This design comes from an exercise in tuning for small area on the open sky130 flow, not from production work.
For this run, only the layout was checked, not whether the RTL still works.

==> flow/design.v <==
`timescale 1ns / 1ps
module complete_alu(input clock,reset,enable_arith,enable_shift,input [15:0] aluin1,aluin2,input [2:0] operation,opselect,input [4:0] shift_number,output reg [15:0] aluoutfinal);
reg [15:0] aluoutarith, aluoutshift;
wire [15:0] a = aluin1, b = aluin2;
wire [15:0] ar = aluoutarith;
wire os_al = (opselect == 3'b001);
wire os_mr = (opselect == 3'b101);
wire op0 = (operation == 3'b000), op1 = (operation == 3'b001), op2 = (operation == 3'b010);
wire op3 = (operation == 3'b011), op4 = (operation == 3'b100), op5 = (operation == 3'b101);
wire op6 = (operation == 3'b110), op7 = (operation == 3'b111);
wire addop = os_al & (op0 | op1 | op2);
wire t0 = os_al & (op2 | op3);                          
wire t1 = os_al & (op0 | op1 | op5 | op6) | os_mr;      
wire t2 = os_al & (op0 | op1 | op3 | op5 | op6);        
wire t3 = os_al & (op2 | op4 | op5) | os_mr;            
wire sub = operation[1];
wire [16:0] c;
assign c[0] = sub;
wire [15:0] lin;
genvar k;
generate for (k = 0; k < 16; k = k + 1) begin : g_bit
    wire bb = b[k] ^ sub;
    assign c[k+1] = (a[k] & bb) | (c[k] & (a[k] ^ bb));
    wire f = a[k] ? (b[k] ? t3 : t2) : (b[k] ? t1 : t0);
    assign lin[k] = f ^ (addop & c[k]);
end endgenerate
wire ld_b = os_mr & (op0 | op4);           
wire ld_h = os_mr & (op1 | op5);           
wire extv = operation[2] ? ar[15] : (operation[0] ? b[6] : b[7]);
wire lhg = os_al & op7;
reg [15:0] an;
integer m;
always @* begin
    an[6:0] = lin[6:0];
    an[7] = lhg ? b[1] : ld_h ? extv : lin[7];
    for (m = 8; m < 13; m = m + 1)
        an[m] = lhg ? b[m-6] : (ld_b | ld_h) ? extv : lin[m];
    for (m = 13; m < 15; m = m + 1)
        an[m] = (ld_b | ld_h) ? extv : lin[m];
    an[15] = (os_al & op1) ? c[7] : ((os_al & op3) | (os_mr & ~op3)) ? 1'b0 : lin[15];
end
wire en_all = enable_arith & (os_al | (os_mr & (op0 | op4 | op1 | op5 | op3)));
wire en_mid = en_all & ~(os_al & op1);
wire en_15  = en_all & ~lhg;
wire left = ~operation[1];
wire fill = operation[1] & operation[0] & aluin1[15];
wire [15:0] x;
generate for (k = 0; k < 16; k = k + 1) begin : g_x
    assign x[k] = left ? aluin1[15-k] : aluin1[k];
end endgenerate
wire [31:0] xe = {{16{fill}}, x};
wire [31:0] xs = xe >> shift_number[3:0];
wire [15:0] t = shift_number[4] ? {16{fill}} : xs[15:0];
wire [14:0] sh;
generate for (k = 0; k < 15; k = k + 1) begin : g_sh
    assign sh[k] = left ? t[15-k] : t[k];
end endgenerate
wire es_only = enable_shift & ~enable_arith;
wire s_lo = reset & es_only & ~operation[2];
wire s_15 = reset & es_only;
wire a_lo = reset & en_all, a_mid = reset & en_mid, a_15 = reset & en_15;
wire f_a = reset & enable_arith, f_s = reset & es_only;
wire f_h = reset & ~enable_arith & ~enable_shift;
always @(posedge clock) begin
    aluoutfinal <= ({16{f_a}} & ar) | ({16{f_s}} & aluoutshift) | ({16{f_h}} & aluoutfinal);
    aluoutarith[6:0]  <= ({7{a_lo}} & an[6:0]) | ({7{reset & ~a_lo}} & ar[6:0]);
    aluoutarith[14:7] <= ({8{a_mid}} & an[14:7]) | ({8{reset & ~a_mid}} & ar[14:7]);
    aluoutarith[15]   <= (a_15 & an[15]) | (reset & ~a_15 & ar[15]);
    aluoutshift[14:0] <= ({15{s_lo}} & sh) | ({15{reset & ~s_lo}} & aluoutshift[14:0]);
    aluoutshift[15]   <= (s_15 & (operation == 3'b001) & aluin1[14]) | (reset & ~s_15 & aluoutshift[15]);
end
endmodule
`timescale 1ns / 1ps
`timescale 1ns / 1ps
module fetch_controller(foutput,operation,opselect,enable_arith,enable_shift,shift_number,aluin1,aluin2,wr_a, mem_data_read_in1,mem_data_read_in2,reset,control_in,datain_a,addr_a,dataout_a, clock, src1, src2,imm);
parameter n = 16;
input  [n-1:0] dataout_a;
output [12:0] addr_a;
input  wr_a,reset;
output [n-1:0] datain_a;
output reg [n-1:0] mem_data_read_in2;
output [n-1:0] mem_data_read_in1;
output [n-1:0] aluin1;
output reg [n-1:0] aluin2;
output reg [4:0] shift_number;
input clock;
output [6:0] control_in;
output reg [n-1:0] src1;
output reg [n-1:0] src2;
output reg [n-1:0] imm;
output [n-1:0] foutput;
output reg enable_arith,enable_shift;
output [2:0] operation,opselect;
assign datain_a = 16'd0;
reg [13:0] pi;       
reg        first;    
reg [2:0]  j;        
reg [15:0] src12, src22, imm2, mdr12;
reg [6:0]  ctl2;
reg [6:0]  ctl;
reg [15:0] mdr1, a1;
reg [5:0]  opr;      
wire exec = !wr_a;
wire pi_3fff = pi[13] & pi[12];
wire pi_8195 = pi[13] & ~pi[12] & pi[1] & pi[0];
wire pi_hi   = |pi[12:2] | pi[13];
wire pi_gt2  = (pi_hi | (pi[1] & pi[0])) & ~pi_3fff;              
wire i_gt2   = ~first & (pi_hi | pi[1]) & ~pi_3fff & ~pi_8195;    
wire [13:0] i_now = first ? 14'h3fff : (pi_8195 ? 14'd0 : pi + 14'd1);
wire j0 = (j == 3'd0), j1 = (j == 3'd1), j2 = (j == 3'd2);
wire j3 = (j == 3'd3), j4 = (j == 3'd4), j5 = (j == 3'd5);
wire last4 = pi_gt2 ? j5 : j4;
wire last5 = pi_gt2 ? j0 : j5;
wire copy  = exec & j0 & last5;
assign addr_a = last4 ? src12[12:0] : last5 ? src22[12:0] : pi[12:0];
assign control_in = ctl;
assign mem_data_read_in1 = mdr1;
assign opselect  = opr[2:0];
assign operation = opr[5:3];
assign aluin1 = a1;
wire ld_pi = reset & exec;             
wire hd_pi = reset & ~exec;
wire ld_j  = reset & exec & i_gt2;
wire hd_j  = reset & ~(exec & i_gt2);
wire ld_m2 = reset & exec & j0,      hd_m2 = reset & ~(exec & j0);
wire ld_cp = reset & copy,           hd_cp = reset & ~copy;
wire ld_c2 = exec & j1, ld_m12 = exec & j5;
wire ld_s1 = exec & j2, ld_s2 = exec & j3, ld_im = exec & j4;
always @(posedge clock) begin
    pi    <= ({14{ld_pi}} & i_now) | ({14{hd_pi}} & pi);
    first <= ~reset | (hd_pi & first);
    j     <= ({3{ld_j}} & (j5 ? 3'd0 : j + 3'd1)) | ({3{hd_j}} & j);
    mem_data_read_in2 <= ({16{ld_m2}} & dataout_a) | ({16{hd_m2}} & mem_data_read_in2);
    src1  <= ({16{ld_cp}} & src12) | ({16{hd_cp}} & src1);
    src2  <= ({16{ld_cp}} & src22) | ({16{hd_cp}} & src2);
    imm   <= ({16{ld_cp}} & imm2)  | ({16{hd_cp}} & imm);
    ctl   <= ({7{ld_cp}} & ctl2)   | ({7{hd_cp}} & ctl);
    mdr1  <= ({16{ld_cp}} & mdr12) | ({16{hd_cp}} & mdr1);
    opr   <= {6{reset}} & {ctl[6:4], ctl[2:0]};
    a1    <= {16{reset}} & mdr1;
    ctl2  <= ({7{ld_c2}} & dataout_a[6:0]) | ({7{~ld_c2}} & ctl2);
    mdr12 <= ({16{ld_m12}} & dataout_a) | ({16{~ld_m12}} & mdr12);
    src12 <= ({16{ld_s1}} & dataout_a) | ({16{~ld_s1}} & src12);
    src22 <= ({16{ld_s2}} & dataout_a) | ({16{~ld_s2}} & src22);
    imm2  <= ({16{ld_im}} & dataout_a) | ({16{~ld_im}} & imm2);
end
wire act   = reset & ~first;
wire os_al = (opselect == 3'b001);
wire os_mr = (opselect == 3'b101);
wire os_sh = (opselect == 3'b000);
wire a2_imm = act & os_al & control_in[3];
wire a2_m2  = act & (os_al & ~control_in[3] | os_mr & control_in[3]);
wire a2_hd  = reset & ~(a2_imm | a2_m2);
wire ld_e   = act & (os_al | os_mr | os_sh), hd_e = reset & ~ld_e;
wire sn_m2  = act & os_sh & imm[2];
wire sn_im  = act & os_sh & ~imm[2];
wire sn_hd  = reset & ~(act & os_sh);
always @(posedge clock) begin
    aluin2 <= ({16{a2_imm}} & imm) | ({16{a2_m2}} & mem_data_read_in2) | ({16{a2_hd}} & aluin2);
    shift_number <= ({5{sn_m2}} & mem_data_read_in2[4:0]) | ({5{sn_im}} & imm[10:6]) | ({5{sn_hd}} & shift_number);
    enable_arith <= (ld_e & (os_al | os_mr & control_in[3])) | (hd_e & enable_arith);
    enable_shift <= (ld_e & os_sh) | (hd_e & enable_shift);
end
complete_alu b3(.clock(clock),.reset(reset),.enable_arith(enable_arith),.enable_shift(enable_shift),.aluin1(aluin1),.aluin2(aluin2),.operation(operation),.opselect(opselect),.shift_number(shift_number),.aluoutfinal(foutput));
endmodule
==> flow/flow/run.sh <==
#!/bin/bash
# The standard layout (standard.sh) with three changes:
#  * synthesis uses synth_recipe.tcl unchanged, but ABC maps with the
#    area-oriented script flow/abc_area.script (registers are untouched);
#  * the port buffers are the smallest buffer cell (buf_1);
#  * clock tree: clkbuf_8 cells, smaller sink clusters, no dummy loads.
# Each tool's output goes to the ORFS logs under orfs/logs; the make output
# goes to standard.log.
set -euo pipefail
HERE=$(pwd)
rm -rf "$HERE/myscripts"
cp -r "$FLOW_HOME/scripts" "$HERE/myscripts"
cp "$HERE/flow/abc_area.script" "$HERE/myscripts/abc_area.script"
{ echo "set ::env(SCRIPTS_DIR) $HERE/myscripts"; cat "$HERE/synth_recipe.tcl"; } > "$HERE/my_synth.tcl"
sed "s|SYNTH_SCRIPT=[^ ]*|SYNTH_SCRIPT=$HERE/my_synth.tcl|" "$HERE/standard.sh" > "$HERE/my_standard.sh"
grep -q "SYNTH_SCRIPT=$HERE/my_synth.tcl" "$HERE/my_standard.sh"
export BUFFER_PORTS_ARGS="-buffer_cell sky130_fd_sc_hd__buf_1"
CTS_OPTS=""
if [[ -f "$HERE/flow/cts_args.txt" ]]; then CTS_OPTS=$(cat "$HERE/flow/cts_args.txt"); fi
if [[ -n "$CTS_OPTS" ]]; then export CTS_ARGS="$CTS_OPTS"; fi
bash "$HERE/my_standard.sh" > "$HERE/standard.log" 2>&1
==> flow/flow/abc_area.script <==
strash
dc2
balance
rewrite
refactor
balance
rewrite
rewrite -z
balance
refactor -z
rewrite -z
balance
dc2
balance
rewrite
refactor
balance
rewrite
rewrite -z
balance
refactor -z
rewrite -z
balance
dc2
&get -n
&st
&dch -f
&nf -a -R 2000
&put
topo
==> flow/flow/cts_args.txt <==
-sink_clustering_enable -repair_clock_nets -dont_use_dummy_load -buf_list sky130_fd_sc_hd__clkbuf_8 -sink_clustering_size 15 -sink_clustering_max_diameter 50
==> flow/standard.sh <==
#!/bin/bash
# synth_recipe.tcl (not shown) runs the flow's synth.tcl, then flattens the netlist and writes it again
# the make line also repeats each setting of config.mk as NAME=value (left out here)
make -C /OpenROAD-flow-scripts/flow DESIGN_CONFIG=/design/flow/config.mk WORK_HOME=/design/flow/orfs CLKGATE_MAP_FILE= SYNTH_SCRIPT=/design/flow/synth_recipe.tcl "${@:-finish}"
==> flow/config.mk <==
export PLATFORM = sky130hd
export DESIGN_NAME = fetch_controller
export DESIGN_NICKNAME = fetch_controller
export VERILOG_FILES = /design/flow/design.v
export SDC_FILE = /design/flow/constraint.sdc
export NUM_CORES = 4
export LEC_CHECK = 0
export ABC_AREA = 1
export CAP_MARGIN = 20
export CORE_MARGIN = 2
export CORE_UTILIZATION = 40
export SLEW_MARGIN = 20
==> flow/constraint.sdc <==
create_clock -name core_clock -period 5.0 [get_ports {clock}]
set_input_delay 1.0000 -clock core_clock [delete_from_list [all_inputs] [get_ports {clock}]]
set_output_delay 1.0000 -clock core_clock [all_outputs]
set_load 0.01 [all_outputs]
==> impl_metrics.csv <==
group,metric,value,unit
status,status,"timing/DRC/antenna clean",
setup_path,crit_slowest_cell,"sky130_fd_sc_hd__dfxtp_2",
die,boundaryPins,196,
global_route,grt_pass1_wl,50670,um
timing,setup_slack,0.7322,ns
power_and_ir_drop,p_leak,4.804,nW
layout,diodes,0,
setup_path,critPathMostFrequentCell,"sky130_fd_sc_hd__a21o_1",
route,routed-via-count,8872,
timing,setup_violations,0,
logic_synthesis,synth.yosys.warnings,2,
timing,finalWorstPathRequiredPeriod,4.268,ns
timing,timing.final.crit_share,0.8536,
placement,placed_area,0.01238,mm^2
placement,place_inst,1588,
setup_path,timing.critical_path.max_delay_family,"compound AO/OA/AOI/OAI gates",
timing,report.final.slew_viol_count,0,
logic_synthesis,synth_seq_area_share,0.5504,
setup_path,cp_data_arrival_time,4.70,ns
power_and_ir_drop,clkPwrFrac,0.278,
global_route,grt_peak_use_layer,"met2",
setup_path,crit_path_cell_trace,"buf_4 -> xor2_1 -> ha_1 -> a21o_1 -> a21o_1 -> a21o_1 -> a21o_1 -> a21o_1 -> a21o_1 -> a21o_1 -> a21o_1 -> a21o_1 -> a21o_1 -> a21oi_1 -> nor3_1 -> a22oi_1 -> xor2_1 -> o211ai_1 -> a31oi_1",
layout,finish.net_count,1281,
global_route,gr-usage-met1,0.3000,
layout,num-fill-cells,2600,
global_route,pin_count_of_the_biggest_net_entering_global_routing,45,
layout,drive_above_1_share,0.06350,
power_and_ir_drop,power_density,336.9,mW/mm^2
logic_synthesis,ys.flop_type,"sky130_fd_sc_hd__dfxtp_1",
die,die_x,170.4,um
setup_path,cp.buffers_inverters,1,
timing,final-hold-violation-count,0,
clock_network,tritoncts_sink_count,269,
power_and_ir_drop,vdd.ir_drop.worst,0.2139,mV
clock_network,resized_cells_post_cts,0,
timing,tightestPinTransition,1.095,ns
setup_path,setup.worst_path.start_class,"register",
placement,preCtsSetupSlack,0.8102,ns
power_and_ir_drop,switching_share,0.2871,
route,drcViolationCount,0,
route,postRouteWirelength,33070,um
clock_network,root_buffer,"sky130_fd_sc_hd__clkbuf_8",
layout,finalInstanceArea,0.01277,mm^2
power_and_ir_drop,combinationalPowerShare,0.145,
clock_network,numCtsBuffers,28,
layout,post_layout_nonfiller_instances,1616,
placement,placement.io_buffers,179,
logic_synthesis,mean_instance_size_in_the_synthesized_netlist,10.91,um^2
route,avgViaCountPerCell,5.490,
setup_path,cp-end-kind,"register",
setup_path,cp_max_fo,27,
logic_synthesis,postSynth.asyncResetShare,0,
clock_network,cts_tree,"built",
die,placeableCoreArea,0.02710,mm^2
clock_network,clk_transition_reported_paths,0.09,ns
die,initial_core_util,0.4087,
timing,timing.hold.ws,0.4041,ns
logic_synthesis,yosys_register_bits,269,
route,firstDrtPassIters,6,
global_route,gr-usage-all-layers,0.2244,
logic_synthesis,yosys-top-cells-area,"sky130_fd_sc_hd__dfxtp_1 36%, sky130_fd_sc_hd__edfxtp_1 19%, sky130_fd_sc_hd__a22o_1 7.0%",
logic_synthesis,synthesis.area,0.01108,mm^2
timing,max_freq,234.3,MHz
power_and_ir_drop,power.share.sequential,0.577,
route,final_antenna_net_count,0,
layout,layout.cells.most_common_list,"196 x sky130_fd_sc_hd__dfxtp_1, 179 x sky130_fd_sc_hd__buf_1, 112 x sky130_fd_sc_hd__nand2_1, 88 x sky130_fd_sc_hd__a22o_1, 73 x sky130_fd_sc_hd__nor2_1",
layout,final_common_cell,"sky130_fd_sc_hd__dfxtp_1",
global_route,gr-total-overflow,0,
logic_synthesis,synthesis.instances,1015,
global_route,grt_antenna_before_repair,0,
timing,timing.slew.headroom,0.2672,
power_and_ir_drop,p_sw,1.235,mW
route,drt_initial_violations,725,
layout,layout.core_utilization,0.4712,
setup_path,criticalPathCategory,"reg2reg",
clock_network,largest_buffer_count_on_any_clock_path,3,
timing,timing.setup.tns,0,ns
timing,rsz0062_at_grt,"false",
timing,final.setup_skew,0.1403,ns
global_route,first_global_vias,8594,
die,std_cell_rows,60,
route,drt-wirelength-per-cell,20.46,um
die,die_area,0.02904,mm^2
setup_path,worst_ep_required_time,5.43,ns
clock_network,number_of_levels_in_the_clock_h_tree,1,
clock_network,post_cts.repair.setup_buffers,0,
clock_network,cts.hold.buffers_added,0,
clock_network,insertion_delay,0.63,ns
placement,gp_routability_congestion,0.8554,
power_and_ir_drop,p_int,3.067,mW
global_route,global_route.usage.met2,0.3717,
setup_path,cp_slowest_stage_delay,0.51,ns
logic_synthesis,netlist.top_cell.by_area,"sky130_fd_sc_hd__dfxtp_1",
hold_path,holdCritPathClass,"reg2reg",
logic_synthesis,synth_enable_flop_cells,71,
die,die_h,170.4,um
logic_synthesis,synth.lib_cells_used.distinct,52,
global_route,grt_use_met3,0.04465,
placement,hpwlAfterDp,24030,um
logic_synthesis,post-synth-top-area-fraction,0.3579,
flow_run,max_cap_viol_count,0,
layout,syn_to_final_growth,15.30,%
power_and_ir_drop,power.total,4.302,mW
[Yosys cell counts (3+ instances only)]
| cell type | instances |
|---|---|
| sky130_fd_sc_hd__a21oi_1 | 47 |
| sky130_fd_sc_hd__and3_1 | 6 |
| sky130_fd_sc_hd__mux2_1 | 10 |
| sky130_fd_sc_hd__mux4_2 | 16 |
| sky130_fd_sc_hd__nand2b_1 | 11 |
| sky130_fd_sc_hd__buf_4 | 17 |
| sky130_fd_sc_hd__or2_0 | 5 |
| sky130_fd_sc_hd__a21o_1 | 21 |
| sky130_fd_sc_hd__clkinv_1 | 35 |
| sky130_fd_sc_hd__a31o_1 | 3 |
| sky130_fd_sc_hd__nand2_1 | 112 |
| sky130_fd_sc_hd__nand3_1 | 14 |
| sky130_fd_sc_hd__o21ai_0 | 61 |
| sky130_fd_sc_hd__dfxtp_1 | 198 |
| sky130_fd_sc_hd__ha_1 | 16 |
| sky130_fd_sc_hd__o211ai_1 | 10 |
| sky130_fd_sc_hd__nor4_1 | 6 |
| sky130_fd_sc_hd__a31oi_1 | 19 |
| sky130_fd_sc_hd__a32o_1 | 9 |
| sky130_fd_sc_hd__nor2_1 | 74 |
| sky130_fd_sc_hd__nor3_1 | 14 |
| sky130_fd_sc_hd__nor2b_1 | 4 |
| sky130_fd_sc_hd__a222oi_1 | 28 |
| sky130_fd_sc_hd__edfxtp_1 | 71 |
| sky130_fd_sc_hd__xnor2_1 | 8 |
| sky130_fd_sc_hd__a22o_1 | 88 |
| sky130_fd_sc_hd__mux2i_1 | 16 |
| sky130_fd_sc_hd__xor2_1 | 20 |
| sky130_fd_sc_hd__a211oi_1 | 6 |
| sky130_fd_sc_hd__and2_0 | 28 |
| sky130_fd_sc_hd__a22oi_1 | 15 |
| sky130_fd_sc_hd__o21a_1 | 4 |
[kinds of logic after synthesis]
kind of cell             share of synthesized area
AO/OA/AOI/OAI                               0.2120
adder cells (fa/ha/maj)                    0.01807
other                                    0.0003386
buffers and inverters                      0.02338
AND/OR/NAND/NOR                             0.1165
XOR/XNOR                                   0.02214
multiplexers                               0.05716
flip-flops                                  0.5504
[power groups by stage]
stage / registers [mW] / logic, mW / clock network [mW]
5_1_grt: 2.50 / 0.688 / 1.30
2_1_floorplan: 2.53 / 0.346 / 0
4_1_cts: 2.48 / 0.628 / 1.23
6_report: 2.48 / 0.624 / 1.20
3_3_place_gp: 2.53 / 0.622 / 0
3_5_place_dp: 2.53 / 0.625 / 0
[cell type report]
type | instances | area, um^2 | area share
flip-flops and latches | 269 | 6098 | 0.4776
repair buffers | 203 | 864.6 | 0.06771
clock buffers | 28 | 385.4 | 0.03018
multi-input cells | 709 | 4825 | 0.3778
inverters | 35 | 131.4 | 0.01029
well taps | 372 | 465.4 | 0.03645
[routing by layer]
layer / up-vias / wire length, um / share of wire
met2: 257 / 15510 / 0.47
met4: 0 / 889 / 0.027
met1: 4268 / 14690 / 0.44
li1: 4294 / - / -
met5: - / 0 / 0
met3: 53 / 1978 / 0.060
[worst reg2reg max path, cell delays in order (launching register included)]
cell and delay (ns):
sky130_fd_sc_hd__dfxtp_2 0.51, sky130_fd_sc_hd__buf_4 0.44, sky130_fd_sc_hd__xor2_1 0.20, sky130_fd_sc_hd__ha_1 0.24
sky130_fd_sc_hd__a21o_1 0.16, sky130_fd_sc_hd__a21o_1 0.19, sky130_fd_sc_hd__a21o_1 0.18, sky130_fd_sc_hd__a21o_1 0.20
sky130_fd_sc_hd__a21o_1 0.20, sky130_fd_sc_hd__a21o_1 0.19, sky130_fd_sc_hd__a21o_1 0.19, sky130_fd_sc_hd__a21o_1 0.20
sky130_fd_sc_hd__a21o_1 0.19, sky130_fd_sc_hd__a21o_1 0.21, sky130_fd_sc_hd__a21oi_1 0.16, sky130_fd_sc_hd__nor3_1 0.08
sky130_fd_sc_hd__a22oi_1 0.19, sky130_fd_sc_hd__xor2_1 0.17, sky130_fd_sc_hd__o211ai_1 0.11, sky130_fd_sc_hd__a31oi_1 0.13
[final timing paths]
kind	from	slack, ns	to	cells past startpoint
hold reg to reg	b3.aluoutshift[15]$_DFF_P_	0.40	b3.aluoutfinal[15]$_DFF_P_	2
hold / removal	b3.aluoutshift[15]$_DFF_P_	0.40	b3.aluoutfinal[15]$_DFF_P_	2
setup / recovery	opr[4]$_DFF_P_	0.73	b3.aluoutarith[15]$_DFF_P_	19
setup reg to reg	opr[4]$_DFF_P_	0.73	b3.aluoutarith[15]$_DFF_P_	19

-- afterwards: timing with drivers on the ports --
In the flow no input, the clock included, has a driving cell. The finished layout below was timed again as built, in two steps. Step 1, drivers: a clkbuf_16 drives clock and a buf_2 each remaining input, both assumed. Step 2, shift: input delay + t, output delay - t, t = (earliest + latest rising clock arrival at the registers) / 2. This alone moves slack from input paths to output paths. Three values: ideal, step 1, step 2; two values: the first two.
t (ns): 0.611
slack for setup (ns): 0.732 / 0.729 / 0.732
worst setup path at the end: register to register
latest minus earliest clock arrival (ns): 0.141 / 0.142
worst data-port slew with drivers (ns): 0.05
After both steps this run still meets setup and hold. For this run, drivers alone change the setup slack by -0.003 ns; drivers and shift together by 0.000 ns.
